Context: an optimization exercise on an open-source flow, tuned for small area. The choices shown serve that exercise and are no tape-out recipe.
No run shown here included a check of the RTL's function; only the layout flow was run.
Power figures rest on the tool's default switching activity, not on a simulated workload.

[flow/config.mk]
export PLATFORM = sky130hd
export DESIGN_NAME = pulse_oximeter
export DESIGN_NICKNAME = pulse_oximeter
export VERILOG_FILES = /design/flow/design.v
export SDC_FILE = /design/flow/constraint.sdc
export NUM_CORES = 4
export LEC_CHECK = 0
export CAP_MARGIN = 20
export CORE_MARGIN = 2
export CORE_UTILIZATION = 65
export CTS_BUF_LIST = sky130_fd_sc_hd__clkbuf_8
export CTS_CLUSTER_SIZE = 12
export SLEW_MARGIN = 20
export SYNTH_HIERARCHICAL = 1
[flow/constraint.sdc]
create_clock -name core_clock -period 15.0 [get_ports {CLK}]
set_input_delay 3.0000 -clock core_clock [delete_from_list [all_inputs] [get_ports {CLK}]]
set_output_delay 3.0000 -clock core_clock [all_outputs]
set_load 0.01 [all_outputs]
[flow/design.v]
module FIR_MAC (
    input  [7:0] x0, x1, x2, x3, x4, x5, x6, x7, x8, x9, x10, x11, x12, x13, x14, x15, x16, x17, x18, x19, x20, x21,
    output [18:0] sum
);
    wire s1 = x1[0] ^ x20[0];
    wire c2 = x1[0] & x20[0];
    wire s3, c4;
    FIR_FA u5 (.a(x1[1]), .b(x20[1]), .c(c2), .s(s3), .co(c4));
    wire s6, c7;
    FIR_FA u8 (.a(x1[2]), .b(x20[2]), .c(c4), .s(s6), .co(c7));
    wire s9, c10;
    FIR_FA u11 (.a(x1[3]), .b(x20[3]), .c(c7), .s(s9), .co(c10));
    wire s12, c13;
    FIR_FA u14 (.a(x1[4]), .b(x20[4]), .c(c10), .s(s12), .co(c13));
    wire s15, c16;
    FIR_FA u17 (.a(x1[5]), .b(x20[5]), .c(c13), .s(s15), .co(c16));
    wire s18, c19;
    FIR_FA u20 (.a(x1[6]), .b(x20[6]), .c(c16), .s(s18), .co(c19));
    wire s21, c22;
    FIR_FA u23 (.a(x1[7]), .b(x20[7]), .c(c19), .s(s21), .co(c22));
    wire s24 = x3[0] ^ x18[0];
    wire c25 = x3[0] & x18[0];
    wire s26, c27;
    FIR_FA u28 (.a(x3[1]), .b(x18[1]), .c(c25), .s(s26), .co(c27));
    wire s29, c30;
    FIR_FA u31 (.a(x3[2]), .b(x18[2]), .c(c27), .s(s29), .co(c30));
    wire s32, c33;
    FIR_FA u34 (.a(x3[3]), .b(x18[3]), .c(c30), .s(s32), .co(c33));
    wire s35, c36;
    FIR_FA u37 (.a(x3[4]), .b(x18[4]), .c(c33), .s(s35), .co(c36));
    wire s38, c39;
    FIR_FA u40 (.a(x3[5]), .b(x18[5]), .c(c36), .s(s38), .co(c39));
    wire s41, c42;
    FIR_FA u43 (.a(x3[6]), .b(x18[6]), .c(c39), .s(s41), .co(c42));
    wire s44, c45;
    FIR_FA u46 (.a(x3[7]), .b(x18[7]), .c(c42), .s(s44), .co(c45));
    wire s47 = x4[0] ^ x17[0];
    wire c48 = x4[0] & x17[0];
    wire s49, c50;
    FIR_FA u51 (.a(x4[1]), .b(x17[1]), .c(c48), .s(s49), .co(c50));
    wire s52, c53;
    FIR_FA u54 (.a(x4[2]), .b(x17[2]), .c(c50), .s(s52), .co(c53));
    wire s55, c56;
    FIR_FA u57 (.a(x4[3]), .b(x17[3]), .c(c53), .s(s55), .co(c56));
    wire s58, c59;
    FIR_FA u60 (.a(x4[4]), .b(x17[4]), .c(c56), .s(s58), .co(c59));
    wire s61, c62;
    FIR_FA u63 (.a(x4[5]), .b(x17[5]), .c(c59), .s(s61), .co(c62));
    wire s64, c65;
    FIR_FA u66 (.a(x4[6]), .b(x17[6]), .c(c62), .s(s64), .co(c65));
    wire s67, c68;
    FIR_FA u69 (.a(x4[7]), .b(x17[7]), .c(c65), .s(s67), .co(c68));
    wire s70 = x5[0] ^ x16[0];
    wire c71 = x5[0] & x16[0];
    wire s72, c73;
    FIR_FA u74 (.a(x5[1]), .b(x16[1]), .c(c71), .s(s72), .co(c73));
    wire s75, c76;
    FIR_FA u77 (.a(x5[2]), .b(x16[2]), .c(c73), .s(s75), .co(c76));
    wire s78, c79;
    FIR_FA u80 (.a(x5[3]), .b(x16[3]), .c(c76), .s(s78), .co(c79));
    wire s81, c82;
    FIR_FA u83 (.a(x5[4]), .b(x16[4]), .c(c79), .s(s81), .co(c82));
    wire s84, c85;
    FIR_FA u86 (.a(x5[5]), .b(x16[5]), .c(c82), .s(s84), .co(c85));
    wire s87, c88;
    FIR_FA u89 (.a(x5[6]), .b(x16[6]), .c(c85), .s(s87), .co(c88));
    wire s90, c91;
    FIR_FA u92 (.a(x5[7]), .b(x16[7]), .c(c88), .s(s90), .co(c91));
    wire s93 = x6[0] ^ x15[0];
    wire c94 = x6[0] & x15[0];
    wire s95, c96;
    FIR_FA u97 (.a(x6[1]), .b(x15[1]), .c(c94), .s(s95), .co(c96));
    wire s98, c99;
    FIR_FA u100 (.a(x6[2]), .b(x15[2]), .c(c96), .s(s98), .co(c99));
    wire s101, c102;
    FIR_FA u103 (.a(x6[3]), .b(x15[3]), .c(c99), .s(s101), .co(c102));
    wire s104, c105;
    FIR_FA u106 (.a(x6[4]), .b(x15[4]), .c(c102), .s(s104), .co(c105));
    wire s107, c108;
    FIR_FA u109 (.a(x6[5]), .b(x15[5]), .c(c105), .s(s107), .co(c108));
    wire s110, c111;
    FIR_FA u112 (.a(x6[6]), .b(x15[6]), .c(c108), .s(s110), .co(c111));
    wire s113, c114;
    FIR_FA u115 (.a(x6[7]), .b(x15[7]), .c(c111), .s(s113), .co(c114));
    wire s116 = x7[0] ^ x14[0];
    wire c117 = x7[0] & x14[0];
    wire s118, c119;
    FIR_FA u120 (.a(x7[1]), .b(x14[1]), .c(c117), .s(s118), .co(c119));
    wire s121, c122;
    FIR_FA u123 (.a(x7[2]), .b(x14[2]), .c(c119), .s(s121), .co(c122));
    wire s124, c125;
    FIR_FA u126 (.a(x7[3]), .b(x14[3]), .c(c122), .s(s124), .co(c125));
    wire s127, c128;
    FIR_FA u129 (.a(x7[4]), .b(x14[4]), .c(c125), .s(s127), .co(c128));
    wire s130, c131;
    FIR_FA u132 (.a(x7[5]), .b(x14[5]), .c(c128), .s(s130), .co(c131));
    wire s133, c134;
    FIR_FA u135 (.a(x7[6]), .b(x14[6]), .c(c131), .s(s133), .co(c134));
    wire s136, c137;
    FIR_FA u138 (.a(x7[7]), .b(x14[7]), .c(c134), .s(s136), .co(c137));
    wire s139 = x8[0] ^ x13[0];
    wire c140 = x8[0] & x13[0];
    wire s141, c142;
    FIR_FA u143 (.a(x8[1]), .b(x13[1]), .c(c140), .s(s141), .co(c142));
    wire s144, c145;
    FIR_FA u146 (.a(x8[2]), .b(x13[2]), .c(c142), .s(s144), .co(c145));
    wire s147, c148;
    FIR_FA u149 (.a(x8[3]), .b(x13[3]), .c(c145), .s(s147), .co(c148));
    wire s150, c151;
    FIR_FA u152 (.a(x8[4]), .b(x13[4]), .c(c148), .s(s150), .co(c151));
    wire s153, c154;
    FIR_FA u155 (.a(x8[5]), .b(x13[5]), .c(c151), .s(s153), .co(c154));
    wire s156, c157;
    FIR_FA u158 (.a(x8[6]), .b(x13[6]), .c(c154), .s(s156), .co(c157));
    wire s159, c160;
    FIR_FA u161 (.a(x8[7]), .b(x13[7]), .c(c157), .s(s159), .co(c160));
    wire s162 = x9[0] ^ x12[0];
    wire c163 = x9[0] & x12[0];
    wire s164, c165;
    FIR_FA u166 (.a(x9[1]), .b(x12[1]), .c(c163), .s(s164), .co(c165));
    wire s167, c168;
    FIR_FA u169 (.a(x9[2]), .b(x12[2]), .c(c165), .s(s167), .co(c168));
    wire s170, c171;
    FIR_FA u172 (.a(x9[3]), .b(x12[3]), .c(c168), .s(s170), .co(c171));
    wire s173, c174;
    FIR_FA u175 (.a(x9[4]), .b(x12[4]), .c(c171), .s(s173), .co(c174));
    wire s176, c177;
    FIR_FA u178 (.a(x9[5]), .b(x12[5]), .c(c174), .s(s176), .co(c177));
    wire s179, c180;
    FIR_FA u181 (.a(x9[6]), .b(x12[6]), .c(c177), .s(s179), .co(c180));
    wire s182, c183;
    FIR_FA u184 (.a(x9[7]), .b(x12[7]), .c(c180), .s(s182), .co(c183));
    wire s185 = ~(s47 ^ ~s116);
    wire c186 = s47 | ~s116;
    wire s187, c188;
    FIR_FA u189 (.a(s139), .b(s162), .c(~s185), .s(s187), .co(c188));
    wire s190, c191;
    FIR_FA u192 (.a(x0[0]), .b(x21[0]), .c(s1), .s(s190), .co(c191));
    wire s193, c194;
    FIR_FA u195 (.a(s47), .b(~s93), .c(c186), .s(s193), .co(c194));
    wire s196, c197;
    FIR_FA u198 (.a(s118), .b(s141), .c(s164), .s(s196), .co(c197));
    wire s199, c200;
    FIR_FA u201 (.a(s49), .b(s190), .c(s193), .s(s199), .co(c200));
    wire s202, c203;
    FIR_FA u204 (.a(c188), .b(s196), .c(~s199), .s(s202), .co(c203));
    wire s205 = ~(x0[1] ^ x21[1]);
    wire c206 = x0[1] | x21[1];
    wire s207, c208;
    FIR_FA u209 (.a(s24), .b(s70), .c(~s205), .s(s207), .co(c208));
    wire s210, c211;
    FIR_FA u212 (.a(s3), .b(s49), .c(c191), .s(s210), .co(c211));
    wire s213, c214;
    FIR_FA u215 (.a(s95), .b(s207), .c(c197), .s(s213), .co(c214));
    wire s216, c217;
    FIR_FA u218 (.a(c194), .b(s52), .c(~s121), .s(s216), .co(c217));
    wire s219, c220;
    FIR_FA u221 (.a(s144), .b(s167), .c(~s210), .s(s219), .co(c220));
    wire s222, c223;
    FIR_FA u224 (.a(c200), .b(~s213), .c(s216), .s(s222), .co(c223));
    wire s225, c226;
    FIR_FA u227 (.a(s219), .b(c203), .c(~s222), .s(s225), .co(c226));
    wire s228, c229;
    FIR_FA u230 (.a(x0[2]), .b(x21[2]), .c(c206), .s(s228), .co(c229));
    wire s231, c232;
    FIR_FA u233 (.a(s1), .b(s47), .c(~s162), .s(s231), .co(c232));
    wire s234, c235;
    FIR_FA u236 (.a(s26), .b(s72), .c(c208), .s(s234), .co(c235));
    wire s237, c238;
    FIR_FA u239 (.a(s228), .b(s231), .c(c211), .s(s237), .co(c238));
    wire s240, c241;
    FIR_FA u242 (.a(s6), .b(s52), .c(~s98), .s(s240), .co(c241));
    wire s243, c244;
    FIR_FA u245 (.a(s234), .b(c214), .c(s124), .s(s243), .co(c244));
    wire s246, c247;
    FIR_FA u248 (.a(~s55), .b(s147), .c(s170), .s(s246), .co(c247));
    wire s249, c250;
    FIR_FA u251 (.a(c217), .b(s237), .c(s240), .s(s249), .co(c250));
    wire s252, c253;
    FIR_FA u254 (.a(c220), .b(s243), .c(s246), .s(s252), .co(c253));
    wire s255, c256;
    FIR_FA u257 (.a(c223), .b(s249), .c(~s252), .s(s255), .co(c256));
    wire s258 = ~c226 ^ s255;
    wire c259 = ~c226 & s255;
    wire s260, c261;
    FIR_FA u262 (.a(x0[3]), .b(x21[3]), .c(x2[0]), .s(s260), .co(c261));
    wire s263, c264;
    FIR_FA u265 (.a(x19[0]), .b(s93), .c(~s139), .s(s263), .co(c264));
    wire s266, c267;
    FIR_FA u268 (.a(s260), .b(c229), .c(s3), .s(s266), .co(c267));
    wire s269, c270;
    FIR_FA u271 (.a(s49), .b(c232), .c(s263), .s(s269), .co(c270));
    wire s272, c273;
    FIR_FA u274 (.a(s164), .b(s29), .c(s75), .s(s272), .co(c273));
    wire s275, c276;
    FIR_FA u277 (.a(~c235), .b(s266), .c(s269), .s(s275), .co(c276));
    wire s278, c279;
    FIR_FA u280 (.a(c238), .b(s9), .c(s55), .s(s278), .co(c279));
    wire s281, c282;
    FIR_FA u283 (.a(s101), .b(~c241), .c(s272), .s(s281), .co(c282));
    wire s284, c285;
    FIR_FA u286 (.a(s275), .b(s58), .c(~s127), .s(s284), .co(c285));
    wire s287, c288;
    FIR_FA u289 (.a(s150), .b(s173), .c(c244), .s(s287), .co(c288));
    wire s290, c291;
    FIR_FA u292 (.a(~c247), .b(s278), .c(c250), .s(s290), .co(c291));
    wire s293, c294;
    FIR_FA u295 (.a(s281), .b(s287), .c(c253), .s(s293), .co(c294));
    wire s296, c297;
    FIR_FA u298 (.a(s284), .b(s290), .c(c256), .s(s296), .co(c297));
    wire s299, c300;
    FIR_FA u301 (.a(~s293), .b(c259), .c(s296), .s(s299), .co(c300));
    wire s302 = ~(x0[4] ^ x21[4]);
    wire c303 = x0[4] | x21[4];
    wire s304, c305;
    FIR_FA u306 (.a(x2[1]), .b(x19[1]), .c(s24), .s(s304), .co(c305));
    wire s307, c308;
    FIR_FA u309 (.a(s47), .b(s116), .c(s302), .s(s307), .co(c308));
    wire s310, c311;
    FIR_FA u312 (.a(c261), .b(s95), .c(s304), .s(s310), .co(c311));
    wire s313, c314;
    FIR_FA u315 (.a(~s141), .b(s307), .c(c264), .s(s313), .co(c314));
    wire s316, c317;
    FIR_FA u318 (.a(c267), .b(s6), .c(s52), .s(s316), .co(c317));
    wire s319, c320;
    FIR_FA u321 (.a(c270), .b(s310), .c(s313), .s(s319), .co(c320));
    wire s322, c323;
    FIR_FA u324 (.a(s167), .b(s32), .c(s78), .s(s322), .co(c323));
    wire s325, c326;
    FIR_FA u327 (.a(s316), .b(c276), .c(s319), .s(s325), .co(c326));
    wire s328, c329;
    FIR_FA u330 (.a(~c273), .b(s12), .c(s58), .s(s328), .co(c329));
    wire s331, c332;
    FIR_FA u333 (.a(s104), .b(s322), .c(c282), .s(s331), .co(c332));
    wire s334, c335;
    FIR_FA u336 (.a(c279), .b(s325), .c(s61), .s(s334), .co(c335));
    wire s337, c338;
    FIR_FA u339 (.a(s130), .b(s153), .c(s176), .s(s337), .co(c338));
    wire s340, c341;
    FIR_FA u342 (.a(c285), .b(s328), .c(c291), .s(s340), .co(c341));
    wire s343, c344;
    FIR_FA u345 (.a(c288), .b(s331), .c(s337), .s(s343), .co(c344));
    wire s346, c347;
    FIR_FA u348 (.a(s334), .b(~c294), .c(s340), .s(s346), .co(c347));
    wire s349, c350;
    FIR_FA u351 (.a(~s343), .b(c297), .c(s346), .s(s349), .co(c350));
    wire s352 = c300 ^ s349;
    wire c353 = c300 & s349;
    wire s354, c355;
    FIR_FA u356 (.a(x0[5]), .b(x21[5]), .c(x2[2]), .s(s354), .co(c355));
    wire s357, c358;
    FIR_FA u359 (.a(x19[2]), .b(c303), .c(s70), .s(s357), .co(c358));
    wire s360, c361;
    FIR_FA u362 (.a(s93), .b(s116), .c(s354), .s(s360), .co(c361));
    wire s363, c364;
    FIR_FA u365 (.a(s26), .b(s49), .c(s118), .s(s363), .co(c364));
    wire s366, c367;
    FIR_FA u368 (.a(c305), .b(c308), .c(s357), .s(s366), .co(c367));
    wire s369, c370;
    FIR_FA u371 (.a(s360), .b(s98), .c(c311), .s(s369), .co(c370));
    wire s372, c373;
    FIR_FA u374 (.a(s363), .b(s366), .c(c314), .s(s372), .co(c373));
    wire s375, c376;
    FIR_FA u377 (.a(~s144), .b(s9), .c(s55), .s(s375), .co(c376));
    wire s378, c379;
    FIR_FA u380 (.a(c317), .b(s369), .c(c320), .s(s378), .co(c379));
    wire s381, c382;
    FIR_FA u383 (.a(s170), .b(s35), .c(s81), .s(s381), .co(c382));
    wire s384, c385;
    FIR_FA u386 (.a(s372), .b(s375), .c(c326), .s(s384), .co(c385));
    wire s387, c388;
    FIR_FA u389 (.a(s378), .b(s15), .c(s61), .s(s387), .co(c388));
    wire s390, c391;
    FIR_FA u392 (.a(c323), .b(s107), .c(s381), .s(s390), .co(c391));
    wire s393, c394;
    FIR_FA u395 (.a(c329), .b(s384), .c(s64), .s(s393), .co(c394));
    wire s396, c397;
    FIR_FA u398 (.a(c332), .b(s133), .c(s156), .s(s396), .co(c397));
    wire s399, c400;
    FIR_FA u401 (.a(s179), .b(~c335), .c(c338), .s(s399), .co(c400));
    wire s402, c403;
    FIR_FA u404 (.a(s387), .b(~s390), .c(c341), .s(s402), .co(c403));
    wire s405, c406;
    FIR_FA u407 (.a(s396), .b(c344), .c(s399), .s(s405), .co(c406));
    wire s408, c409;
    FIR_FA u410 (.a(s393), .b(c347), .c(s402), .s(s408), .co(c409));
    wire s411, c412;
    FIR_FA u413 (.a(~s405), .b(s408), .c(c350), .s(s411), .co(c412));
    wire s414 = c353 ^ s411;
    wire c415 = c353 & s411;
    wire s416, c417;
    FIR_FA u418 (.a(x0[6]), .b(x21[6]), .c(x2[3]), .s(s416), .co(c417));
    wire s419, c420;
    FIR_FA u421 (.a(x19[3]), .b(x10[0]), .c(x11[0]), .s(s419), .co(c420));
    wire s422, c423;
    FIR_FA u424 (.a(s139), .b(s162), .c(c355), .s(s422), .co(c423));
    wire s425, c426;
    FIR_FA u427 (.a(s416), .b(s419), .c(s72), .s(s425), .co(c426));
    wire s428, c429;
    FIR_FA u430 (.a(s95), .b(s118), .c(c358), .s(s428), .co(c429));
    wire s431, c432;
    FIR_FA u433 (.a(s422), .b(c361), .c(c364), .s(s431), .co(c432));
    wire s434, c435;
    FIR_FA u436 (.a(s29), .b(s52), .c(s121), .s(s434), .co(c435));
    wire s437, c438;
    FIR_FA u439 (.a(c367), .b(s425), .c(s428), .s(s437), .co(c438));
    wire s440, c441;
    FIR_FA u442 (.a(s101), .b(c370), .c(s431), .s(s440), .co(c441));
    wire s443, c444;
    FIR_FA u445 (.a(s434), .b(c373), .c(s437), .s(s443), .co(c444));
    wire s446, c447;
    FIR_FA u448 (.a(~s147), .b(s12), .c(s58), .s(s446), .co(c447));
    wire s449, c450;
    FIR_FA u451 (.a(c376), .b(s440), .c(c379), .s(s449), .co(c450));
    wire s452, c453;
    FIR_FA u454 (.a(s173), .b(s38), .c(s84), .s(s452), .co(c453));
    wire s455, c456;
    FIR_FA u457 (.a(s443), .b(s446), .c(c385), .s(s455), .co(c456));
    wire s458, c459;
    FIR_FA u460 (.a(s449), .b(s18), .c(s64), .s(s458), .co(c459));
    wire s461, c462;
    FIR_FA u463 (.a(c382), .b(s110), .c(c391), .s(s461), .co(c462));
    wire s464, c465;
    FIR_FA u466 (.a(c388), .b(s455), .c(s67), .s(s464), .co(c465));
    wire s467, c468;
    FIR_FA u469 (.a(s452), .b(s136), .c(s159), .s(s467), .co(c468));
    wire s470, c471;
    FIR_FA u472 (.a(s182), .b(c397), .c(c400), .s(s470), .co(c471));
    wire s473, c474;
    FIR_FA u475 (.a(c394), .b(s458), .c(c403), .s(s473), .co(c474));
    wire s476, c477;
    FIR_FA u478 (.a(s461), .b(s467), .c(c406), .s(s476), .co(c477));
    wire s479, c480;
    FIR_FA u481 (.a(s464), .b(c409), .c(s473), .s(s479), .co(c480));
    wire s482, c483;
    FIR_FA u484 (.a(s470), .b(s476), .c(~s479), .s(s482), .co(c483));
    wire s485, c486;
    FIR_FA u487 (.a(c412), .b(c415), .c(~s482), .s(s485), .co(c486));
    wire s488, c489;
    FIR_FA u490 (.a(x0[7]), .b(x21[7]), .c(x2[4]), .s(s488), .co(c489));
    wire s491, c492;
    FIR_FA u493 (.a(x19[4]), .b(x10[1]), .c(x11[1]), .s(s491), .co(c492));
    wire s494, c495;
    FIR_FA u496 (.a(c417), .b(c420), .c(s488), .s(s494), .co(c495));
    wire s497, c498;
    FIR_FA u499 (.a(s491), .b(s141), .c(s164), .s(s497), .co(c498));
    wire s500, c501;
    FIR_FA u502 (.a(c423), .b(s494), .c(c426), .s(s500), .co(c501));
    wire s503, c504;
    FIR_FA u505 (.a(c429), .b(s75), .c(s98), .s(s503), .co(c504));
    wire s506, c507;
    FIR_FA u508 (.a(s121), .b(s497), .c(c432), .s(s506), .co(c507));
    wire s509, c510;
    FIR_FA u511 (.a(s32), .b(s55), .c(s124), .s(s509), .co(c510));
    wire s512, c513;
    FIR_FA u514 (.a(c435), .b(c438), .c(s500), .s(s512), .co(c513));
    wire s515, c516;
    FIR_FA u517 (.a(s503), .b(s104), .c(c441), .s(s515), .co(c516));
    wire s518, c519;
    FIR_FA u520 (.a(s506), .b(s509), .c(c444), .s(s518), .co(c519));
    wire s521, c522;
    FIR_FA u523 (.a(s512), .b(s15), .c(s61), .s(s521), .co(c522));
    wire s524, c525;
    FIR_FA u526 (.a(s150), .b(s176), .c(~c447), .s(s524), .co(c525));
    wire s527, c528;
    FIR_FA u529 (.a(s515), .b(c450), .c(s518), .s(s527), .co(c528));
    wire s530, c531;
    FIR_FA u532 (.a(s41), .b(s87), .c(c453), .s(s530), .co(c531));
    wire s533, c534;
    FIR_FA u535 (.a(s521), .b(c456), .c(s527), .s(s533), .co(c534));
    wire s536, c537;
    FIR_FA u538 (.a(s524), .b(c137), .c(c160), .s(s536), .co(c537));
    wire s539, c540;
    FIR_FA u541 (.a(c68), .b(s21), .c(s67), .s(s539), .co(c540));
    wire s542, c543;
    FIR_FA u544 (.a(c183), .b(s113), .c(s530), .s(s542), .co(c543));
    wire s545, c546;
    FIR_FA u547 (.a(c459), .b(~c462), .c(s533), .s(s545), .co(c546));
    wire s548, c549;
    FIR_FA u550 (.a(s536), .b(c468), .c(c471), .s(s548), .co(c549));
    wire s551, c552;
    FIR_FA u553 (.a(c465), .b(s539), .c(c474), .s(s551), .co(c552));
    wire s554, c555;
    FIR_FA u556 (.a(s542), .b(c477), .c(s548), .s(s554), .co(c555));
    wire s557, c558;
    FIR_FA u559 (.a(s545), .b(c480), .c(s551), .s(s557), .co(c558));
    wire s560, c561;
    FIR_FA u562 (.a(s554), .b(~s557), .c(c483), .s(s560), .co(c561));
    wire s563 = c486 ^ ~s560;
    wire c564 = c486 & ~s560;
    wire s565 = ~(x2[5] ^ x19[5]);
    wire c566 = x2[5] | x19[5];
    wire s567, c568;
    FIR_FA u569 (.a(x10[2]), .b(x11[2]), .c(s565), .s(s567), .co(c568));
    wire s570, c571;
    FIR_FA u572 (.a(c489), .b(c492), .c(s567), .s(s570), .co(c571));
    wire s573, c574;
    FIR_FA u575 (.a(c495), .b(c498), .c(s144), .s(s573), .co(c574));
    wire s576, c577;
    FIR_FA u578 (.a(s167), .b(s570), .c(c501), .s(s576), .co(c577));
    wire s579, c580;
    FIR_FA u581 (.a(s78), .b(s101), .c(s124), .s(s579), .co(c580));
    wire s582, c583;
    FIR_FA u584 (.a(c504), .b(s573), .c(c507), .s(s582), .co(c583));
    wire s585, c586;
    FIR_FA u587 (.a(s35), .b(s58), .c(s127), .s(s585), .co(c586));
    wire s588, c589;
    FIR_FA u590 (.a(c510), .b(c513), .c(s576), .s(s588), .co(c589));
    wire s591, c592;
    FIR_FA u593 (.a(s579), .b(s107), .c(c516), .s(s591), .co(c592));
    wire s594, c595;
    FIR_FA u596 (.a(s582), .b(s585), .c(c519), .s(s594), .co(c595));
    wire s597, c598;
    FIR_FA u599 (.a(s588), .b(s18), .c(s64), .s(s597), .co(c598));
    wire s600, c601;
    FIR_FA u602 (.a(s153), .b(s179), .c(c525), .s(s600), .co(c601));
    wire s603, c604;
    FIR_FA u605 (.a(c522), .b(s591), .c(c528), .s(s603), .co(c604));
    wire s606, c607;
    FIR_FA u608 (.a(s594), .b(c22), .c(c68), .s(s606), .co(c607));
    wire s609, c610;
    FIR_FA u611 (.a(c114), .b(s44), .c(s90), .s(s609), .co(c610));
    wire s612, c613;
    FIR_FA u614 (.a(c531), .b(~s597), .c(s600), .s(s612), .co(c613));
    wire s615, c616;
    FIR_FA u617 (.a(s603), .b(c534), .c(s606), .s(s615), .co(c616));
    wire s618, c619;
    FIR_FA u620 (.a(c537), .b(c543), .c(s609), .s(s618), .co(c619));
    wire s621, c622;
    FIR_FA u623 (.a(c540), .b(c546), .c(s615), .s(s621), .co(c622));
    wire s624, c625;
    FIR_FA u626 (.a(s612), .b(c549), .c(s618), .s(s624), .co(c625));
    wire s627, c628;
    FIR_FA u629 (.a(c552), .b(s621), .c(~c555), .s(s627), .co(c628));
    wire s630, c631;
    FIR_FA u632 (.a(~s624), .b(c558), .c(s627), .s(s630), .co(c631));
    wire s633, c634;
    FIR_FA u635 (.a(~c561), .b(c564), .c(s630), .s(s633), .co(c634));
    wire s636 = ~(x2[6] ^ x19[6]);
    wire c637 = x2[6] | x19[6];
    wire s638, c639;
    FIR_FA u640 (.a(x10[3]), .b(x11[3]), .c(c566), .s(s638), .co(c639));
    wire s641, c642;
    FIR_FA u643 (.a(s636), .b(c568), .c(s638), .s(s641), .co(c642));
    wire s644, c645;
    FIR_FA u646 (.a(c571), .b(s641), .c(s147), .s(s644), .co(c645));
    wire s647, c648;
    FIR_FA u649 (.a(s170), .b(c574), .c(c577), .s(s647), .co(c648));
    wire s650, c651;
    FIR_FA u652 (.a(s81), .b(s104), .c(s127), .s(s650), .co(c651));
    wire s653, c654;
    FIR_FA u655 (.a(c580), .b(s644), .c(c583), .s(s653), .co(c654));
    wire s656, c657;
    FIR_FA u658 (.a(s38), .b(s61), .c(s130), .s(s656), .co(c657));
    wire s659, c660;
    FIR_FA u661 (.a(c586), .b(c589), .c(s647), .s(s659), .co(c660));
    wire s662, c663;
    FIR_FA u664 (.a(s650), .b(s110), .c(c592), .s(s662), .co(c663));
    wire s665, c666;
    FIR_FA u667 (.a(s653), .b(s656), .c(c595), .s(s665), .co(c666));
    wire s668, c669;
    FIR_FA u670 (.a(s156), .b(c45), .c(c91), .s(s668), .co(c669));
    wire s671, c672;
    FIR_FA u673 (.a(s659), .b(s21), .c(s67), .s(s671), .co(c672));
    wire s674, c675;
    FIR_FA u676 (.a(s182), .b(~c598), .c(c601), .s(s674), .co(c675));
    wire s677, c678;
    FIR_FA u679 (.a(s662), .b(c604), .c(s665), .s(s677), .co(c678));
    wire s680, c681;
    FIR_FA u682 (.a(~c607), .b(s668), .c(c610), .s(s680), .co(c681));
    wire s683, c684;
    FIR_FA u685 (.a(~s671), .b(c613), .c(s674), .s(s683), .co(c684));
    wire s686, c687;
    FIR_FA u688 (.a(s677), .b(c616), .c(~c619), .s(s686), .co(c687));
    wire s689, c690;
    FIR_FA u691 (.a(s680), .b(s683), .c(c625), .s(s689), .co(c690));
    wire s692, c693;
    FIR_FA u694 (.a(c622), .b(s686), .c(c628), .s(s692), .co(c693));
    wire s695, c696;
    FIR_FA u697 (.a(~s689), .b(s692), .c(c631), .s(s695), .co(c696));
    wire s698 = c634 ^ s695;
    wire c699 = c634 & s695;
    wire s700, c701;
    FIR_FA u702 (.a(x2[7]), .b(x19[7]), .c(x10[4]), .s(s700), .co(c701));
    wire s703, c704;
    FIR_FA u705 (.a(x11[4]), .b(c637), .c(s700), .s(s703), .co(c704));
    wire s706, c707;
    FIR_FA u708 (.a(c639), .b(s703), .c(c642), .s(s706), .co(c707));
    wire s709, c710;
    FIR_FA u711 (.a(s706), .b(s150), .c(s173), .s(s709), .co(c710));
    wire s712, c713;
    FIR_FA u714 (.a(c645), .b(c648), .c(s84), .s(s712), .co(c713));
    wire s715, c716;
    FIR_FA u717 (.a(s107), .b(s130), .c(c651), .s(s715), .co(c716));
    wire s718, c719;
    FIR_FA u720 (.a(s709), .b(c654), .c(s41), .s(s718), .co(c719));
    wire s721, c722;
    FIR_FA u723 (.a(s64), .b(s133), .c(c657), .s(s721), .co(c722));
    wire s724, c725;
    FIR_FA u726 (.a(c660), .b(s712), .c(s715), .s(s724), .co(c725));
    wire s727, c728;
    FIR_FA u729 (.a(c22), .b(c68), .c(s113), .s(s727), .co(c728));
    wire s730, c731;
    FIR_FA u732 (.a(c183), .b(s159), .c(~c663), .s(s730), .co(c731));
    wire s733, c734;
    FIR_FA u735 (.a(s718), .b(s721), .c(c666), .s(s733), .co(c734));
    wire s736, c737;
    FIR_FA u738 (.a(s724), .b(c672), .c(s727), .s(s736), .co(c737));
    wire s739, c740;
    FIR_FA u741 (.a(c669), .b(c675), .c(s730), .s(s739), .co(c740));
    wire s742, c743;
    FIR_FA u744 (.a(c678), .b(s733), .c(s736), .s(s742), .co(c743));
    wire s745, c746;
    FIR_FA u747 (.a(c681), .b(s739), .c(c684), .s(s745), .co(c746));
    wire s748, c749;
    FIR_FA u750 (.a(c687), .b(s742), .c(~s745), .s(s748), .co(c749));
    wire s751, c752;
    FIR_FA u753 (.a(~c690), .b(s748), .c(c693), .s(s751), .co(c752));
    wire s754, c755;
    FIR_FA u756 (.a(s751), .b(c696), .c(c699), .s(s754), .co(c755));
    wire s757 = ~(x10[5] ^ x11[5]);
    wire c758 = x10[5] | x11[5];
    wire s759, c760;
    FIR_FA u761 (.a(s757), .b(c701), .c(c704), .s(s759), .co(c760));
    wire s762, c763;
    FIR_FA u764 (.a(s759), .b(c707), .c(s153), .s(s762), .co(c763));
    wire s765, c766;
    FIR_FA u767 (.a(s176), .b(c710), .c(s87), .s(s765), .co(c766));
    wire s768, c769;
    FIR_FA u770 (.a(s110), .b(s133), .c(c713), .s(s768), .co(c769));
    wire s771, c772;
    FIR_FA u773 (.a(c716), .b(s762), .c(c114), .s(s771), .co(c772));
    wire s774, c775;
    FIR_FA u776 (.a(s44), .b(s67), .c(s136), .s(s774), .co(c775));
    wire s777, c778;
    FIR_FA u779 (.a(c719), .b(c722), .c(s765), .s(s777), .co(c778));
    wire s780, c781;
    FIR_FA u782 (.a(~c160), .b(s768), .c(c725), .s(s780), .co(c781));
    wire s783, c784;
    FIR_FA u785 (.a(s771), .b(c728), .c(s774), .s(s783), .co(c784));
    wire s786, c787;
    FIR_FA u788 (.a(s777), .b(c734), .c(s780), .s(s786), .co(c787));
    wire s789, c790;
    FIR_FA u791 (.a(~c731), .b(c737), .c(s783), .s(s789), .co(c790));
    wire s792, c793;
    FIR_FA u794 (.a(s786), .b(c743), .c(s789), .s(s792), .co(c793));
    wire s795, c796;
    FIR_FA u797 (.a(c740), .b(c746), .c(~s792), .s(s795), .co(c796));
    wire s798, c799;
    FIR_FA u800 (.a(c749), .b(~s795), .c(c752), .s(s798), .co(c799));
    wire s801 = c755 ^ s798;
    wire c802 = c755 & s798;
    wire s803 = ~(x10[6] ^ x11[6]);
    wire c804 = x10[6] | x11[6];
    wire s805, c806;
    FIR_FA u807 (.a(c758), .b(s803), .c(c760), .s(s805), .co(c806));
    wire s808, c809;
    FIR_FA u810 (.a(s805), .b(s156), .c(s179), .s(s808), .co(c809));
    wire s811, c812;
    FIR_FA u813 (.a(c763), .b(c45), .c(c68), .s(s811), .co(c812));
    wire s814, c815;
    FIR_FA u816 (.a(c137), .b(s90), .c(s113), .s(s814), .co(c815));
    wire s817, c818;
    FIR_FA u819 (.a(s136), .b(c766), .c(c769), .s(s817), .co(c818));
    wire s820, c821;
    FIR_FA u822 (.a(s808), .b(c772), .c(s811), .s(s820), .co(c821));
    wire s823, c824;
    FIR_FA u825 (.a(c775), .b(c778), .c(s814), .s(s823), .co(c824));
    wire s826, c827;
    FIR_FA u828 (.a(s817), .b(c781), .c(s820), .s(s826), .co(c827));
    wire s829, c830;
    FIR_FA u831 (.a(c784), .b(s823), .c(c787), .s(s829), .co(c830));
    wire s832, c833;
    FIR_FA u834 (.a(s826), .b(c790), .c(s829), .s(s832), .co(c833));
    wire s835, c836;
    FIR_FA u837 (.a(c793), .b(s832), .c(~c796), .s(s835), .co(c836));
    wire s838, c839;
    FIR_FA u840 (.a(s835), .b(c799), .c(c802), .s(s838), .co(c839));
    wire s841, c842;
    FIR_FA u843 (.a(x10[7]), .b(x11[7]), .c(c804), .s(s841), .co(c842));
    wire s844, c845;
    FIR_FA u846 (.a(s841), .b(c806), .c(c91), .s(s844), .co(c845));
    wire s847, c848;
    FIR_FA u849 (.a(c114), .b(c137), .c(s159), .s(s847), .co(c848));
    wire s850, c851;
    FIR_FA u852 (.a(s182), .b(c809), .c(c812), .s(s850), .co(c851));
    wire s853, c854;
    FIR_FA u855 (.a(s844), .b(c815), .c(c818), .s(s853), .co(c854));
    wire s856, c857;
    FIR_FA u858 (.a(s847), .b(c821), .c(s850), .s(s856), .co(c857));
    wire s859, c860;
    FIR_FA u861 (.a(c824), .b(s853), .c(c827), .s(s859), .co(c860));
    wire s862, c863;
    FIR_FA u864 (.a(s856), .b(c830), .c(s859), .s(s862), .co(c863));
    wire s865, c866;
    FIR_FA u867 (.a(c833), .b(s862), .c(c836), .s(s865), .co(c866));
    wire s868 = c839 ^ s865;
    wire c869 = c839 & s865;
    wire s870 = ~(c842 ^ c160);
    wire c871 = c842 | c160;
    wire s872, c873;
    FIR_FA u874 (.a(c183), .b(s870), .c(c845), .s(s872), .co(c873));
    wire s875, c876;
    FIR_FA u877 (.a(c848), .b(c851), .c(s872), .s(s875), .co(c876));
    wire s878, c879;
    FIR_FA u880 (.a(c854), .b(c857), .c(s875), .s(s878), .co(c879));
    wire s881, c882;
    FIR_FA u883 (.a(c860), .b(s878), .c(c863), .s(s881), .co(c882));
    wire s884, c885;
    FIR_FA u886 (.a(s881), .b(c866), .c(c869), .s(s884), .co(c885));
    wire s887 = ~(c871 ^ c873);
    wire c888 = c871 | c873;
    wire s889, c890;
    FIR_FA u891 (.a(s887), .b(c876), .c(c879), .s(s889), .co(c890));
    wire s892, c893;
    FIR_FA u894 (.a(s889), .b(c882), .c(c885), .s(s892), .co(c893));
    wire s895 = ~(c888 ^ c890);
    wire c896 = c888 | c890;
    wire s897 = c893 ^ s895;
    wire c898 = c893 & s895;
    wire s899 = ~(c896 ^ c898);
    wire c900 = c896 | c898;
    assign sum = {s899, s897, s892, s884, s868, s838, s801, s754, s698, s633, s563, s485, s414, s352, s299, s258, ~s225, ~s202, ~s187};
endmodule
module FIR_FA (input a, input b, input c, output s, output co);
    assign s  = a ^ b ^ c;
    assign co = (a & b) | (c & (a ^ b));
endmodule
module pulse_oximeter (
    input             CLK,
    input             rst_n,
    input             Find_Setting,
    input      [7:0]  V_ADC,
    output reg [6:0]  DC_Comp,
    output reg [3:0]  PGA_Gain,
    output reg        LED_IR,
    output reg        LED_RED,
    output reg [19:0] Out_IR,
    output reg [19:0] Out_RED
);
    wire       clk = CLK;
    wire [7:0] Vppg = V_ADC;
    reg        clk_filter;
    wire       en = !clk_filter;
    localparam S1 = 4'd0, S9 = 4'd1, S2 = 4'd2, S3 = 4'd3, S4 = 4'd4, S5 = 4'd5,
               S11 = 4'd6, S6 = 4'd7, S7 = 4'd8, S8 = 4'd9, S10 = 4'd10;
    reg [3:0] State;
    reg [8:0] cnt;
    reg       l;
    reg [6:0] Oth_DC;
    reg [3:0] Oth_Gain;
    wire clip_red = (Vppg < 8'd4)  | (Vppg > 8'd250);
    wire clip_ir  = (Vppg < 8'd21) | (Vppg > 8'd250);
    wire low      = Vppg < 8'd150;
    wire       run  = (State == S8) | (State == S10);
    wire       half = (State == S10);
    wire [2:0] q    = cnt[2:0];
    wire       c4   = (cnt[2:0] == 3'd4);
    wire cap_red = rst_n & l & (((State == S7) & clip_ir) | ((State == S10) & c4));
    wire cap_ir  = rst_n & l & (State == S8) & c4;
    always @(posedge clk) begin
        if (!rst_n) clk_filter <= 1'b0;
        else        clk_filter <= !clk_filter;
    end
    always @(posedge clk) begin
        if (!rst_n) begin
            State    <= S1;
            LED_RED  <= 1'b0;
            LED_IR   <= 1'b0;
            l        <= 1'b0;
            cnt      <= 9'd0;
            DC_Comp  <= 7'd0;
            PGA_Gain <= 4'd0;
        end else begin
            if (Find_Setting) l <= 1'b1;
            if (l) begin
                case (State)
                S1: begin
                    PGA_Gain <= 4'd0;
                    LED_RED  <= 1'b1;
                    LED_IR   <= 1'b0;
                    if (cnt[1:0] == 2'd2) State <= S9;
                    else cnt <= cnt + 9'd1;
                end
                S9: begin
                    DC_Comp <= DC_Comp + 7'd1;
                    if (low) State <= S2;
                end
                S2: begin
                    PGA_Gain <= PGA_Gain + 4'd1;
                    cnt      <= 9'd0;
                    State    <= S3;
                end
                S3: begin
                    if (clip_red) begin
                        State    <= S4;
                        Oth_DC   <= DC_Comp;
                        Oth_Gain <= PGA_Gain;
                    end else if (cnt == 9'd475) State <= S2;
                    else cnt <= cnt + 9'd1;
                end
                S4: begin
                    LED_RED <= 1'b0;
                    LED_IR  <= 1'b1;
                    DC_Comp <= 7'd0;
                    cnt     <= 9'd0;
                    State   <= S5;
                end
                S5: begin
                    PGA_Gain <= 4'd0;
                    if (cnt[1:0] == 2'd2) State <= S11;
                    else cnt <= cnt + 9'd1;
                end
                S11: begin
                    DC_Comp <= DC_Comp + 7'd1;
                    if (low) State <= S6;
                end
                S6: begin
                    PGA_Gain <= PGA_Gain + 4'd1;
                    cnt      <= 9'd0;
                    State    <= S7;
                end
                S7: begin
                    if (clip_ir) begin
                        LED_IR   <= 1'b0;
                        LED_RED  <= 1'b1;
                        DC_Comp  <= Oth_DC;
                        PGA_Gain <= Oth_Gain;
                        Oth_DC   <= DC_Comp;
                        Oth_Gain <= PGA_Gain;
                        cnt      <= 9'd0;
                        State    <= S8;
                    end else if (cnt == 9'd475) State <= S6;
                    else cnt <= cnt + 9'd1;
                end
                default: begin  
                    if (c4) begin
                        LED_RED  <= !LED_RED;
                        LED_IR   <= !LED_IR;
                        DC_Comp  <= Oth_DC;
                        PGA_Gain <= Oth_Gain;
                        Oth_DC   <= DC_Comp;
                        Oth_Gain <= PGA_Gain;
                        cnt      <= 9'd0;
                        State    <= (State == S8) ? S10 : S8;
                    end else cnt <= cnt + 9'd1;
                end
                endcase
            end
        end
    end
    reg [7:0] R0, R1, R2, R3, R4, R5;
    reg [7:0] I0, I1, I2, I3, I4, I5;
    wire shift_red = cap_red | !run;
    wire shift_ir  = cap_ir  | !run;
    always @(posedge clk) begin
        if (shift_red) begin
            R0 <= cap_red ? Vppg : 8'd0;
            R1 <= R0; R2 <= R1; R3 <= R2; R4 <= R3; R5 <= R4;
        end
    end
    always @(posedge clk) begin
        if (shift_ir) begin
            I0 <= cap_ir ? Vppg : 8'd0;
            I1 <= I0; I2 <= I1; I3 <= I2; I4 <= I3; I5 <= I4;
        end
    end
    wire ch_red = run & ~(q[0] ^ half);
    wire ch_ir  = run &  (q[0] ^ half);
    wire rev    = q[0];
    wire red_rev = ch_red & rev, red_fwd = ch_red & ~rev;
    wire ir_rev = ch_ir & rev,  ir_fwd = ch_ir & ~rev;
    wire [7:0] v0 = ({8{red_fwd}} & R0) | ({8{red_rev}} & R4) | ({8{ir_fwd}} & I0) | ({8{ir_rev}} & I4);
    wire [7:0] v1 = ({8{red_fwd}} & R1) | ({8{red_rev}} & R3) | ({8{ir_fwd}} & I1) | ({8{ir_rev}} & I3);
    wire [7:0] v2 = ({8{ch_red}} & R2) | ({8{ch_ir}} & I2);
    wire [7:0] v3 = ({8{red_fwd}} & R3) | ({8{red_rev}} & R1) | ({8{ir_fwd}} & I3) | ({8{ir_rev}} & I1);
    wire [7:0] v4 = ({8{red_fwd}} & R4) | ({8{red_rev}} & R0) | ({8{ir_fwd}} & I4) | ({8{ir_rev}} & I0);
    wire [7:0] v5 = ({8{ch_red}} & R5) | ({8{ch_ir}} & I5);
    wire sel1 = (q == 3'd0);           
    wire sel2 = (q == 3'd0) | (q == 3'd2) | (q == 3'd3);    
    wire [7:0] x0  = v0;
    wire [7:0] x1  = sel1 ? v1 : v0;
    wire [7:0] x2  = sel2 ? v1 : v0;
    wire [7:0] x3  = v1;
    wire [7:0] x4  = v1;
    wire [7:0] x5  = v1;
    wire [7:0] x6  = sel1 ? v2 : v1;
    wire [7:0] x7  = sel2 ? v2 : v1;
    wire [7:0] x8  = v2;
    wire [7:0] x9  = v2;
    wire [7:0] x10 = v2;
    wire [7:0] x11 = sel1 ? v3 : v2;
    wire [7:0] x12 = sel2 ? v3 : v2;
    wire [7:0] x13 = v3;
    wire [7:0] x14 = v3;
    wire [7:0] x15 = v3;
    wire [7:0] x16 = sel1 ? v4 : v3;
    wire [7:0] x17 = sel2 ? v4 : v3;
    wire [7:0] x18 = v4;
    wire [7:0] x19 = v4;
    wire [7:0] x20 = v4;
    wire [7:0] x21 = sel1 ? v5 : v4;
    wire [18:0] mac;
    FIR_MAC u_mac (
        .x0(x0), .x1(x1), .x2(x2), .x3(x3), .x4(x4), .x5(x5), .x6(x6), .x7(x7),
        .x8(x8), .x9(x9), .x10(x10), .x11(x11), .x12(x12), .x13(x13), .x14(x14),
        .x15(x15), .x16(x16), .x17(x17), .x18(x18), .x19(x19), .x20(x20), .x21(x21),
        .sum(mac)
    );
    reg [18:0] A;
    always @(posedge clk) A <= mac;
    always @(posedge clk) begin
        if (!rst_n) begin
            Out_IR  <= 0;
            Out_RED <= 0;
        end else if (en) begin
            Out_RED <= (ch_red | !run) ? mac : A;
            Out_IR  <= ch_red ? A : mac;
        end
    end
endmodule
[flow/run.sh]
#!/bin/bash
# synth_recipe.tcl (not shown) runs the flow's synth.tcl, then flattens the netlist and writes it again
# the make line also repeats each setting of config.mk as NAME=value (left out here)
make -C /OpenROAD-flow-scripts/flow DESIGN_CONFIG=/design/flow/config.mk WORK_HOME=/design/flow/orfs CLKGATE_MAP_FILE= SYNTH_SCRIPT=/design/flow/synth_recipe.tcl finish
==> summary.md, run 1 <==
| Metric | Value |
|---|---|
| Flop pwr share | 0.388 |
| IO buf count | 61 |
| Later-pin clock latency in the skew report | 0.47 ns |
| Avg Cell Area, Syn | 13.0 µm² |
| Final setup viols | 0 |
| Final nets | 1,569 |
| Max Slew Vio Count | 0 |
| Layout cell share with drive strength beyond 1 | 0.133 |
| Register area share after synthesis | 0.312 |
| Slowest CP cell | dfxtp_1 |
| Max cap viols | 0 |
| Sw Share | 0.333 |
| Initial antenna violation count | 0 |
| Run status | timing/DRC/antenna clean |
| Number of buffers created by CTS | 17 |
| Slew Limit Headroom | 0.311 |
| Clock Path Buffers | 2 |
| Most frequent CP cell | fa_1 |
| Pin count of the biggest net entering global routing | 62 |
| RD Place Congestion | 0.907 |
| CP endpoint kind | flip-flop |
| CTS tree | done |
| Synth Cell Area | 15,700 µm² |
| DR pass1 iterations | 5 |
| WP data arrival | 12.10 ns |
| Pwr/cell area | 99.1 nW/µm² |
| Nature of the critical path startpoint | flip-flop |
| CTS Sinks | 192 |
| Internal | 1.12 mW |
| # resized after CTS | 0 |
| Seq cells post-synth | 192 |
| Dpl cells | 1,544 |
| Distinct cell type count of the synthesized netlist | 65 |
| I/O pins | 64 |
| 1st-iter DRT viols | 870 |
| Final hold violation count | 0 |
| All-Layer GR Usage | 0.294 |
| Setup WS pre-CTS | 3.22 ns |
| Placement Rows | 56 |
| Hpwl dp | 27,000 µm |
| Routed WL | 34,700 µm |
| Synth warn | 7 |
| Combinational Power Share | 0.410 |
| Die X | 160 µm |
| CORE AREA | 23,600 µm² |
| Synth Instances | 1,215 |
| Area Overhead vs Synth | 7.68% |
| Final period utilization | 0.784 |
| Crit path kind | reg -> reg |
| Via count | 9,599 |
| Final min period | 11.77 ns |
| Max Freq | 0.0850 GHz |
| CTS root buffer | clkbuf_8 |
| H-tree Lvls | 4 |
| Post-CTS repair timing setup buffer count | 0 |
| Fill cells | 1,662 |
| Hold_buf cts | 0 |
| DRC | 0 |
| Clk pin slew, worst setup/hold paths | 0.11 ns |
| NetSw | 0.560 mW |
| Clk pwr share | 0.202 |
| N_diodes | 0 |
| Post-route setup TNS | 0 ns |
| CP max stage delay | 0.76 ns |
| HP Class | reg -> reg |
| Main flop type after synthesis | edfxtp_1 |
| Crit Path Max Fanout | 32 |
| Ys async rst share | 0 |
| Initial Util | 0.667 |
| Chip height | 160 µm |
| Fin cells | 1,576 |
| Remaining Overflow, GRT | 0 |
| Leak pwr | 7.37 nW |
| Worst-case vdd ir drop | 0.0000816 V |
| Final setup margin | 3.23 ns |
| Slew @ Worst Pin | 1.03 ns |
| Skew final | 0.0188 ns |
| Critical path data required time | 15.33 ns |
| RSZ-0062 raised after global routing | false |
| Post-route ant nets | 0 |
| Post-synth EDFFs | 107 |
| Die area | 25,500 µm² |
| Via-to-Cell Ratio | 6.09 |
| Avg WL per Cell | 22.0 µm |
| First-pass GRT wire length | 57,200 µm |
| Vias in the first global route | 10,500 |
modules after synthesis, one instance, submodules excluded:
module | copies in the design | area (µm²) | flip-flops and latches | cells
pulse_oximeter | 1 | 9330 | 192 | 807
FIR_MAC | 1 | 766 | 0 | 126
FIR_FA | 282 | 20.0 | 0 | 1
routing by layer:
| layer | vias to the layer above | wire (µm) | track usage |
|---|---|---|---|
| met5 | - | 0 | 0 |
| met4 | 0 | 491 | 0.0632 |
| met3 | 26 | 2140 | 0.0571 |
| met2 | 286 | 17300 | 0.484 |
| met1 | 5020 | 14800 | 0.415 |
| li1 | 4267 | - | - |
flip-flops by register name, summed over array words and instances, names as in the netlist, 8 cells and up:
register	count
I5	8
R1	8
R3	8
I0	8
I2	8
Out_IR	19
I3	8
R2	8
R0	8
I4	8
R4	8
A	19
Out_RED	19
cnt	9
I1	8
R5	8
stage by stage:
| stage | hold WS (ns) | total power [mW] | instance area (µm²) | utilization |
|---|---|---|---|---|
| 2_1_floorplan | 0.427 | 1.26 | 15700 | - |
| 3_3_place_gp | 0.429 | 1.35 | 16600 | 0.701 |
| 3_5_place_dp | 0.437 | 1.36 | 16600 | 0.701 |
| 4_1_cts | 0.462 | 1.71 | 16900 | 0.718 |
| 5_1_grt | 0.471 | 1.81 | 16900 | 0.718 |
| 6_report | 0.464 | 1.68 | 16900 | 0.718 |
Yosys cell counts, drive strengths merged, types with 2 or more instances:
master  count  area share
a32o        3      0.0019
nor2       88       0.021
clkbuf     30      0.0072
o21ai      38       0.012
nor2b       6      0.0024
or4         2      0.0012
o31ai       2     0.00095
or2         2     0.00079
o32ai       2      0.0011
and2       21      0.0083
fa        282        0.36
nand4      10      0.0040
nand3      18      0.0057
nor3        7      0.0025
a21o        4      0.0019
dfxtp      85        0.11
o221ai      2      0.0011
xnor2       2      0.0011
edfxtp    107        0.20
a211oi      7      0.0033
nor4b       2      0.0011
clkinv      2     0.00048
a21oi      16      0.0051
o21a        4      0.0019
a31oi       4      0.0025
mux2i      75       0.048
a221oi      8      0.0045
nand4b      4      0.0022
ha         32       0.025
a22oi      29       0.014
a221o       8      0.0051
o211ai      3      0.0014
nand2      31      0.0074
inv        90       0.021
a311oi      3      0.0017
or3         5      0.0020
mux2      102       0.073
buf        40       0.016
nand2b      5      0.0020
and3        8      0.0035
a22o        8      0.0045
o311ai      2      0.0011
o21bai      2     0.00095
power groups by stage:
stage | combinational [mW] | clock [mW] | sequential [mW]
2_1_floorplan | 0.585 | 0 | 0.671
3_3_place_gp | 0.683 | 0 | 0.663
3_5_place_dp | 0.695 | 0 | 0.665
4_1_cts | 0.706 | 0.347 | 0.653
5_1_grt | 0.780 | 0.370 | 0.662
6_report | 0.689 | 0.339 | 0.653
worst max-delay path, delay by kind of cell (launching register included):
| kind | cells | cell delay, ns |
|---|---|---|
| simple gates | 4 | 0.64 |
| xor+xnor | 1 | 0.18 |
| mux | 3 | 0.84 |
| fa+ha+maj | 22 | 8.21 |
| compound gates | 2 | 0.54 |
| flops | 1 | 0.76 |
| buf+inv | 4 | 0.42 |
placed cells by master, fill, tap and decap left out, types with 6 or more instances in the layout:
master / netlist / final
nor2_1: 88 / 86
edfxtp_1: 107 / 107
dfxtp_1: 85 / 83
a221oi_1: 8 / 8
fa_1: 282 / 282
clkbuf_8: 0 / 17
mux2_2: 102 / 102
and2_1: 21 / 21
mux2i_1: 75 / 75
ha_1: 32 / 32
and3_1: 7 / 7
nand4_1: 10 / 10
buf_4: 20 / 18
nand3_1: 18 / 18
clkdlybuf4s50_1: 0 / 61
o21ai_1: 10 / 10
nand2_1: 31 / 31
a211oi_1: 7 / 7
inv_1: 90 / 90
o21ai_0: 28 / 27
nor3_1: 6 / 6
a22oi_1: 29 / 29
a221o_1: 8 / 8
a21oi_1: 16 / 16
a22o_1: 8 / 8
area by class of cell:
| cell class | count | area [µm²] | share of cell area |
|---|---|---|---|
| clock inverter | 15 | 156 | 0.00923 |
| tap | 319 | 399 | 0.0235 |
| multi-input combinational | 862 | 10100 | 0.599 |
| sequential | 192 | 4920 | 0.290 |
| timing repair buffer | 79 | 746 | 0.0440 |
| clock buffer | 17 | 234 | 0.0138 |
| inverter | 92 | 345 | 0.0204 |
logic make-up (layout without fill, tap and decap cells):
| kind of cell | after synthesis | count (layout) | synth area share |
|---|---|---|---|
| AOI/OAI and AO/OA | 155 | 155 | 0.0706 |
| xor gates and xnor gates | 3 | 3 | 0.00167 |
| muxes | 177 | 177 | 0.121 |
| buffers and inverters | 162 | 203 | 0.0452 |
| other | 1 | 2 | 0.000238 |
| DFF | 192 | 192 | 0.312 |
| and+or+nand+nor | 211 | 211 | 0.0653 |
| adders and majority gates | 314 | 314 | 0.384 |
worst paths after layout:
kind	to	depth (start not counted)	slack, ns	startpoint
worst min-delay path	I3[4]$_DFFE_PP_	0	0.46	I2[4]$_DFFE_PP_
worst max-delay path	Out_RED[18]$_SDFFE_PN0N_	36	3.23	State[1]$_SDFFE_PN0P_
worst min register to register	I3[4]$_DFFE_PP_	0	0.46	I2[4]$_DFFE_PP_
worst max register to register	Out_RED[18]$_SDFFE_PN0N_	36	3.23	State[1]$_SDFFE_PN0P_
==> run 2: changes to the inputs <==
--- a/flow/config.mk
+++ b/flow/config.mk
@@ -8,7 +8,6 @@
 export CAP_MARGIN = 20
 export CORE_MARGIN = 2
 export CORE_UTILIZATION = 65
-export CTS_BUF_LIST = sky130_fd_sc_hd__clkbuf_8
-export CTS_CLUSTER_SIZE = 12
+export CTS_BUF_LIST = sky130_fd_sc_hd__clkbuf_4 sky130_fd_sc_hd__clkbuf_8 sky130_fd_sc_hd__clkbuf_16
 export SLEW_MARGIN = 20
 export SYNTH_HIERARCHICAL = 1
==> run 2 against run 1 <==
Still clean. Synthesized cell count unchanged. Fmax decreased by 0.10%. Critical path type unchanged. Flip-flop and latch count stayed put. Cell count is the same. Area after synthesis unchanged. Highest routed layer unchanged. Critical path depth fell by 5.
==> summary.md, run 2 <==
| Metric | Value |
|---|---|
| Pwr/cell area | 105 nW/µm² |
| CTS root buffer | clkbuf_16 |
| WP data arrival | 12.09 ns |
| HP Class | reg -> reg |
| Reg2Reg Capture Point | Out_RED[18]$_SDFFE_PN0N_ |
| N_diodes | 0 |
| Flop-to-flop setup slack | 3.22 ns |
| 1st-iter DRT viols | 781 |
| H-tree Lvls | 4 |
| Synth Instances | 1,215 |
| Final min period | 11.78 ns |
| CORE AREA | 23,600 µm² |
| CP endpoint kind | flip-flop |
| Nature of the critical path startpoint | flip-flop |
| Vias in the first global route | 10,500 |
| Clk pin slew, worst setup/hold paths | 0.08 ns |
| Avg Cell Area, Syn | 13.0 µm² |
| Worst-case vdd ir drop | 0.0000809 V |
| Crit Path Max Fanout | 22 |
| Synth Cell Area | 15,700 µm² |
| Reg2Reg Depth | 31 |
| CTS Sinks | 192 |
| Die X | 160 µm |
| # resized after CTS | 0 |
| Slowest CP cell | fa_1 |
| Post-synth EDFFs | 107 |
| Chip height | 160 µm |
| Post-CTS repair timing setup buffer count | 0 |
| Post-route setup TNS | 0 ns |
| Die area | 25,500 µm² |
| Area Overhead vs Synth | 8.90% |
| Final hold violation count | 0 |
| Final core utilization | 0.726 |
| Post-synthesis compound-gate area fraction | 0.0706 |
| Synth top area share | 0.359 |
| Clock Path Buffers | 2 |
| I/O pins | 64 |
| Adder and majority gate portion of the synthesized area | 0.384 |
| First-pass GRT wire length | 57,400 µm |
| Post-route ant nets | 0 |
| Most common cell in the netlist | fa_1 |
| Initial Util | 0.667 |
| Most frequent CP cell | fa_1 |
| Final setup viols | 0 |
| IO buf count | 61 |
| Remaining Overflow, GRT | 0 |
| XOR/XNOR Fraction of Synth Area | 0.00167 |
| Yosys top cell by area | fa_1 |
| RSZ-0062 raised after global routing | false |
| Post-synth top cells | 282 x fa_1, 107 x edfxtp_1, 102 x mux2_2 |
| Hpwl dp | 27,000 µm |
| Via-to-Cell Ratio | 6.16 |
| Hold_buf cts | 0 |
| DRC | 0 |
| CTS tree | done |
| Layout cell share with drive strength beyond 1 | 0.133 |
| Area contributors post-synth | fa_1 36%, edfxtp_1 20%, dfxtp_1 11% |
| Critical path data required time | 15.31 ns |
| Crit path launch | State[1]$_SDFFE_PN0P_ |
| Max Freq | 0.0849 GHz |
| R2R Path Start | State[1]$_SDFFE_PN0P_ |
| Slew @ Worst Pin | 1.05 ns |
| Register area share after synthesis | 0.312 |
| CP max stage delay | 0.59 ns |
| All-Layer GR Usage | 0.296 |
| Routed WL | 35,100 µm |
| Distinct cell type count of the synthesized netlist | 65 |
| Main flop type after synthesis | edfxtp_1 |
| Ys async rst share | 0 |
| DR pass1 iterations | 5 |
| Via count | 9,705 |
| RD Place Congestion | 0.907 |
| Leak pwr | 7.46 nW |
| Mux share of post-synthesis cell area | 0.121 |
| Run status | timing/DRC/antenna clean |
| Final period utilization | 0.785 |
| Synth warn | 7 |
| Commonest non-fill, non-tap cell in the layout | fa_1 |
| Seq cells post-synth | 192 |
| Most frequent cells in the layout | 282 x fa_1, 107 x edfxtp_1, 102 x mux2_2 |
| Initial antenna violation count | 0 |
| Pin count of the biggest net entering global routing | 62 |
| Worst Setup EP | Out_RED[18]$_SDFFE_PN0N_ |
| Post-Synth Simple-Gate Area | 0.0653 |
| Largest family of logic cells by synthesized area | adder cells |
| Number of buffers created by CTS | 17 |
| Skew final | 0.0217 ns |
| Slew Limit Headroom | 0.301 |
| Regs by FF count | A (19), Out_IR (19), Out_RED (19) |
| Max cap viols | 0 |
| Later-pin clock latency in the skew report | 0.45 ns |
| Final nets | 1,569 |
| Max Slew Vio Count | 0 |
| Crit path kind | reg -> reg |
| Placement Rows | 56 |
| Avg WL per Cell | 22.3 µm |
-- run 2: cell types whose count changed in the layout (fill, tap and decap cells not counted) --
cell	before	now
clkbuf_16	0	17
clkbuf_8	17	0
-- run 2: metrics by stage --
step                      worst slack [ns]  instance area, µm²  total power, mW  instances  hold WS, ns
after floorplan                       4.30               15700             1.26       1216        0.427
after global placement                3.42               16600             1.35       1544        0.429
after detailed placement              3.22               16600             1.36       1544        0.437
after CTS                             3.22               17100             1.82       1576        0.456
after global routing                  2.59               17100             1.92       1576        0.468
final                                 3.22               17100             1.80       1576        0.455
-- run 2: critical path, delay by kind of cell (launching register included) --
kind / cells / cell delay (ns)
multiplexers: 3 / 0.73
adder cells (fa/ha/maj): 20 / 8.01
flip-flops: 1 / 0.53
AND/OR/NAND/NOR: 4 / 1.22
XOR/XNOR: 1 / 0.18
AO/OA/AOI/OAI: 2 / 0.60
buffers and inverters: 1 / 0.36
-- run 2: where the power goes --
part / internal, mW / switching (mW) / leakage, nW
sequential: 0.619 / 0.0330 / 2.00
combinational: 0.376 / 0.314 / 5.18
clock: 0.223 / 0.232 / 0.285
-- run 2: cell families after synthesis --
family / Yosys count
other: 1
buffers and inverters: 162
adder cells (fa/ha/maj): 314
AO/OA/AOI/OAI: 155
multiplexers: 177
XOR/XNOR: 3
AND/OR/NAND/NOR: 211
flip-flops: 192
-- run 2: per-module statistics from Yosys, one instance, submodules excluded --
module	cell area (µm²)	flops+latches	times used
pulse_oximeter	9330	192	1
FIR_MAC	766	0	1
FIR_FA	20.0	0	282
-- run 2: layer usage --
metal / part of all wire / vias to the layer above / track usage / wire length, µm
met1: 0.42 / 5060 / 0.417 / 14800
met5: 0 / - / 0 / 0
li1: - / 4271 / - / -
met4: 0.018 / 0 / 0.0682 / 635
met2: 0.49 / 333 / 0.486 / 17300
met3: 0.065 / 41 / 0.0571 / 2270
-- run 2: layout make-up --
| type | count | area (µm²) |
|---|---|---|
| Timing Repair Buffer | 79 | 746 |
| Multi-Input combinational cell | 862 | 10100 |
| Inverter | 92 | 345 |
| Sequential cell | 192 | 4920 |
| Clock inverter | 15 | 156 |
| Tap cell | 319 | 399 |
| Fill cell | 1640 | 6470 |
| Clock buffer | 17 | 425 |
-- run 2: worst min path at each step --
stage,from,to,depth (start not counted)
after floorplan,I2[0]$_DFFE_PP_,I3[0]$_DFFE_PP_,0
after global placement,R2[5]$_DFFE_PP_,R3[5]$_DFFE_PP_,0
after detailed placement,I2[7]$_DFFE_PP_,I3[7]$_DFFE_PP_,0
after CTS,R2[4]$_DFFE_PP_,R3[4]$_DFFE_PP_,0
after global routing,I2[4]$_DFFE_PP_,I3[4]$_DFFE_PP_,0
final,R2[6]$_DFFE_PP_,R3[6]$_DFFE_PP_,0

[separate check: timing with driven ports]
In the flow no input, the clock included, has a driving cell. The finished layouts below were timed again as built, in two steps.
Step 1 assumes that a clkbuf_16 drives the clock port and a buf_2 every other input.
Step 2 adds t to the input delays and takes it off the output delays; t is the mean of the earliest and latest rising clock arrival at the registers after step 1. Input paths then give back, and output paths get back, about the clock's delay inside the block.
Three values: no drivers, after step 1, after step 2; two values: the first two.
| run | t, ns | setup slack, ns | worst setup path after step 2 | clock arrival spread, ns | cell pins on the clock port's net |
|---|---|---|---|---|---|
| run 1 | 0.514 | 3.233 / 3.233 / 3.233 | register to register | 0.019 / 0.019 | 1 |
| run 2 | 0.494 | 3.221 / 3.221 / 3.221 | register to register | 0.021 / 0.021 | 1 |
After both steps setup and hold are still met in every run listed.
